Source: an optimization exercise on an open RTL-to-GDS flow (aim: small area, a short achievable clock period and few clock cycles per item). Production flows keep margins and buffers that such runs may drop. Only simulation tests tie the RTL to the original design; equivalence was not proved.

alpha:
// fpadder
module fpadder (output logic [31:0] sum, output logic ready,
		 input logic [31:0] a, input logic clock, nreset);
logic s_a, s_b, s_c, s_v, s_n;
logic [31:0] R;           
logic [23:0] Q;           
logic        sub;         
logic        flip;        
logic [7:0]  eA, eB, dd;
logic        azero, bzero, swp, aspec, bspec, nan;
logic [23:0] mS, mSal;
always_comb begin
  eA = R[30:23];
  eB = a[30:23];
  azero = (R[30:0] == '0);
  bzero = (a[30:0] == '0);
  swp = (eA < eB) | azero;
  dd  = swp ? (eB - eA) : (eA - eB);
  aspec = (eA == 8'hff);
  bspec = (eB == 8'hff);
  nan = (aspec && (R[22:0] != '0)) || (bspec && (a[22:0] != '0))
        || (aspec && bspec && (R[31] ^ a[31]));
  mS = {1'b1, swp ? R[22:0] : a[22:0]};
  mSal = (azero || bzero || dd >= 8'd24) ? 24'd0 : (mS >> dd[4:0]);
end
function automatic logic [24:0] sk_add(input logic [23:0] x, y, input logic ci);
  logic [24:0] g, p;
  logic [23:0] h;
  h = x ^ y;
  g = {x & y, ci};
  p = {h, 1'b0};
  for (int l = 0; l < 5; l++)
    for (int i = 0; i < 25; i++)
      if (((i >> l) & 1) == 1) begin
        g[i] = g[i] | (p[i] & g[((i >> l) << l) - 1]);
        p[i] = p[i] & p[((i >> l) << l) - 1];
      end
  sk_add = {g[24], h ^ g[23:0]};
endfunction
logic [23:0] p, q;
logic [24:0] D;
logic        neg, far, cy, ovf;
always_comb begin
  p = {1'b1, R[22:0]} & {24{~s_v}};
  q = Q ^ {24{sub}};
  D = sk_add(p, q, sub);
  neg = sub & ~D[24] & s_c;             
  far = sub ? (D[24] | s_v) & D[23] : 1'b1;
  cy  = ~sub & D[24];                   
  ovf = cy & (R[30:23] == 8'hfe);
end
logic [4:0]  lz;
logic [23:0] N;
always_comb begin
  lz = 5'd0;
  for (int i = 0; i < 24; i++)
    if (Q[i]) lz = 5'(23 - i);
  N = Q << lz;
end
assign ready = s_n | ((s_c | s_v) & ~neg & far);
  ...
Settings: LEC_CHECK=0, ABC_AREA=1, CAP_MARGIN=20, CORE_MARGIN=2, CORE_UTILIZATION=40, SLEW_MARGIN=20; clock period 5.0 ns.
standard.sh (not shown) runs the stock make flow with config.mk's settings and CLKGATE_MAP_FILE= SYNTH_SCRIPT=/design/flow/synth_recipe.tcl, a recipe that flattens the netlist after the stock synthesis.
==> flow/flow/run.sh <==
#!/bin/bash
# Standard layout (standard synthesis unchanged), except that the ports are
# buffered with small plain buffers instead of the resizer's default pick (a delay
# cell).
set -euo pipefail
export BUFFER_PORTS_ARGS="-buffer_cell sky130_fd_sc_hd__buf_1"
bash standard.sh synth > synth.log 2>&1
bash standard.sh > layout.log 2>&1
Testbench counts of alpha, summed over its fixed seeds: cycles 106,173, ops 32,000.
## Diff of input files: beta against alpha
- swapping 40 for 50 in CORE_UTILIZATION
==> flow/flow/run.sh <==
#!/bin/bash
# Standard layout (standard synthesis unchanged), except that the ports are
# buffered with plain buffers instead of the resizer's default pick (a delay
# cell).
set -euo pipefail
export BUFFER_PORTS_ARGS="-buffer_cell sky130_fd_sc_hd__buf_2"
bash standard.sh synth > synth.log 2>&1
bash standard.sh > layout.log 2>&1
[summary]
Per the comparison of beta with alpha, sequential share of layout area down 0.22 points, utilization up 13 points, area of the die shows a reduction of 4200 um2. beta: detailed-route wire length lower than alpha. Status: met2 wirelength from detailed routing parity (beta, alpha).
Here is what was changed in the inputs of gamma compared with beta.
- swapping 50 for 40 in CORE_UTILIZATION
- putting CTS_BUF_LIST at sky130_fd_sc_hd__clkbuf_8 where nothing was set
==> flow/flow/run.sh <==
#!/bin/bash
# Standard layout (standard synthesis unchanged), except that the ports are
# buffered with small plain buffers instead of the resizer's default pick (a delay
# cell).
set -euo pipefail
export BUFFER_PORTS_ARGS="-buffer_cell sky130_fd_sc_hd__buf_1"
bash standard.sh synth > synth.log 2>&1
bash standard.sh > layout.log 2>&1
### Flow results
gamma ended with less global-route usage than beta.
In the metrics for gamma and beta, the one carrying the higher number of filler cells placed in the layout is gamma.
Input-level comparison between delta and gamma:
- CTS_BUF_LIST removed (was sky130_fd_sc_hd__clkbuf_8)
==> flow/flow/run.sh <==
#!/bin/bash
# Standard layout (standard synthesis unchanged), except that the ports are
# buffered with plain buffers instead of the resizer's default pick (a delay
# cell).
set -euo pipefail
export BUFFER_PORTS_ARGS="-buffer_cell sky130_fd_sc_hd__buf_2"
bash standard.sh synth > synth.log 2>&1
bash standard.sh > layout.log 2>&1
Findings:
Routed length on met3 (higher): delta
Compared delta against gamma; area taken by multi-input logic gates within noise.
| aggregate global-route resource usage | higher: delta |
Arrival time at the worst endpoint: delta vs gamma, no meaningful difference
Looking at relative slew slack across both flows, delta is the weaker of the two, with gamma ahead.
Changes observed in delta relative to gamma: minimum setup slack after placement fell 46 ps; via count higher.
Per the comparison of delta with gamma, number of antenna violations at the first check in global routing neither gained nor lost much; routed wire length picked up an extra 650 um; count of plain and timing-repair buffers in the layout picked up an extra 1.
Edits applied to the flow inputs when going from delta to epsilon:
- an added CTS_BUF_LIST of sky130_fd_sc_hd__clkbuf_8
--- outcome ---
epsilon reached the final stage; the timing, design-rule and antenna checks on its layout passed. Transition at the pin with the smallest max-transition slack, epsilon and delta, higher one = delta. On fraction of layout cells with a size suffix above 1, epsilon and delta are basically level. Diff epsilon and delta: minimum clock period after layout higher in delta. ~same highest clock frequency the design can meet in epsilon and delta. Area: epsilon vs delta -> epsilon smaller. Summary of epsilon over delta: overall routing resource usage shows no meaningful change, remaining design rule violation count about even, total wire length stayed essentially flat, layout overhead on the synthesized area down 1.1 points.

---

fpadder, a different RTL version from the one above (not shown whole).
Size: about 1200 cells after synthesis, roughly 64 flip-flops, roughly 67 I/O pins, roughly 8700 µm² of cells after synthesis.
// fpadder
module fpadder (output logic [31:0] sum, output logic ready,
		 input logic [31:0] a, input logic clock, nreset);
clock: 5.0 ns
lec_check: 0
cap_margin: 20
core_margin: 2
core_utilization: 40
setup_slack_margin: 0.5
slew_margin: 20
==> flow/flow/run.sh <==
#!/bin/bash
# Standard layout (standard synthesis unchanged), except that the ports are
# buffered with plain buffers instead of the resizer's default pick (a delay
# cell).
set -euo pipefail
export BUFFER_PORTS_ARGS="-buffer_cell sky130_fd_sc_hd__buf_2"
bash standard.sh synth > synth.log 2>&1
bash standard.sh > layout.log 2>&1
Testbench counts at the start, summed over its fixed seeds: cycles 106,173, ops 32,000.
Next try:
- SETUP_SLACK_MARGIN: 0.5 -> default
- utilization went down by 5.5 points
- global-route usage goes down by 0.91 points
- clock-buffer cell count fell by 3
- final area goes down by roughly a tenth
- hold slack is better by 0.0062 ns
- clock skew hardly moves
Next try:
- CTS_BUF_LIST: default -> sky130_fd_sc_hd__clkbuf_4 sky130_fd_sc_hd__clkbuf_8
Maximum frequency falls by 1.6%.
First-iteration DRC count falls by 1.8%.
Routed wire length hardly moves.
Global-route usage stays flat.
Non-clock buffer count is unchanged.
Die area does not change.
Design area falls by 0.86%.
Next try:
- CTS_BUF_LIST: sky130_fd_sc_hd__clkbuf_4 sky130_fd_sc_hd__clkbuf_8 -> default
- SETUP_SLACK_MARGIN: default -> 1.0
- TNS_END_PERCENT: default -> 10
Hold slack degrades by 0.0099 ns.
Sequential share of layout area fell by 0.75 points.
Synthesized cell count is unchanged.
Clock skew is about the same.
Cell area rose by about 7%.
Cell count is higher by about 1.5%.
Routed wire length went up by about 3.3%.
Worst setup slack improves by 0.30 ns.

[re-timing with driven ports]
The results above use ideal ports. As a check the final layouts listed here were re-extracted and re-timed, cells and wires unchanged.
Step 1 (the two cells are an assumption about what drives the block):
set clk [get_ports {clock}]
set_driving_cell -lib_cell sky130_fd_sc_hd__clkbuf_16 $clk
set_driving_cell -lib_cell sky130_fd_sc_hd__buf_2 [delete_from_list [all_inputs] $clk]
Step 2, shift: input delay + t, output delay - t, t = (earliest + latest rising clock arrival at the registers) / 2. This alone moves slack from input paths to output paths.
Three values: ideal ports, drivers, drivers and shift; two values: the first two.
run	t, ns	slack for setup (ns)	worst setup path at the end	worst register clock-pin slew, ns
alpha	0.389	0.284 / 0.239 / 0.308	input to register	0.06 / 0.06
beta	0.386	0.194 / 0.148 / 0.473	input to register	0.06 / 0.06
gamma	0.408	0.266 / 0.226 / 0.283	input to register	0.08 / 0.08
delta	0.385	0.256 / 0.209 / 0.278	input to register	0.06 / 0.06
epsilon	0.403	0.263 / 0.226 / 0.301	input to register	0.08 / 0.08
the first run of note 2	0.374	0.422 / 0.380 / 0.327	input to register	0.06 / 0.06
the second run of note 2	0.383	0.203 / 0.155 / 0.147	input to register	0.06 / 0.06
the third run of note 2	0.409	0.124 / 0.085 / 0.130	input to register	0.08 / 0.08
the fourth run of note 2	0.391	0.419 / 0.372 / 0.202	input to register	0.07 / 0.07
After both steps setup and hold are still met in every run listed. The setup slack of the fourth run of note 2, which loses most, moves by -0.047 ns with the drivers and by -0.217 ns with both steps.
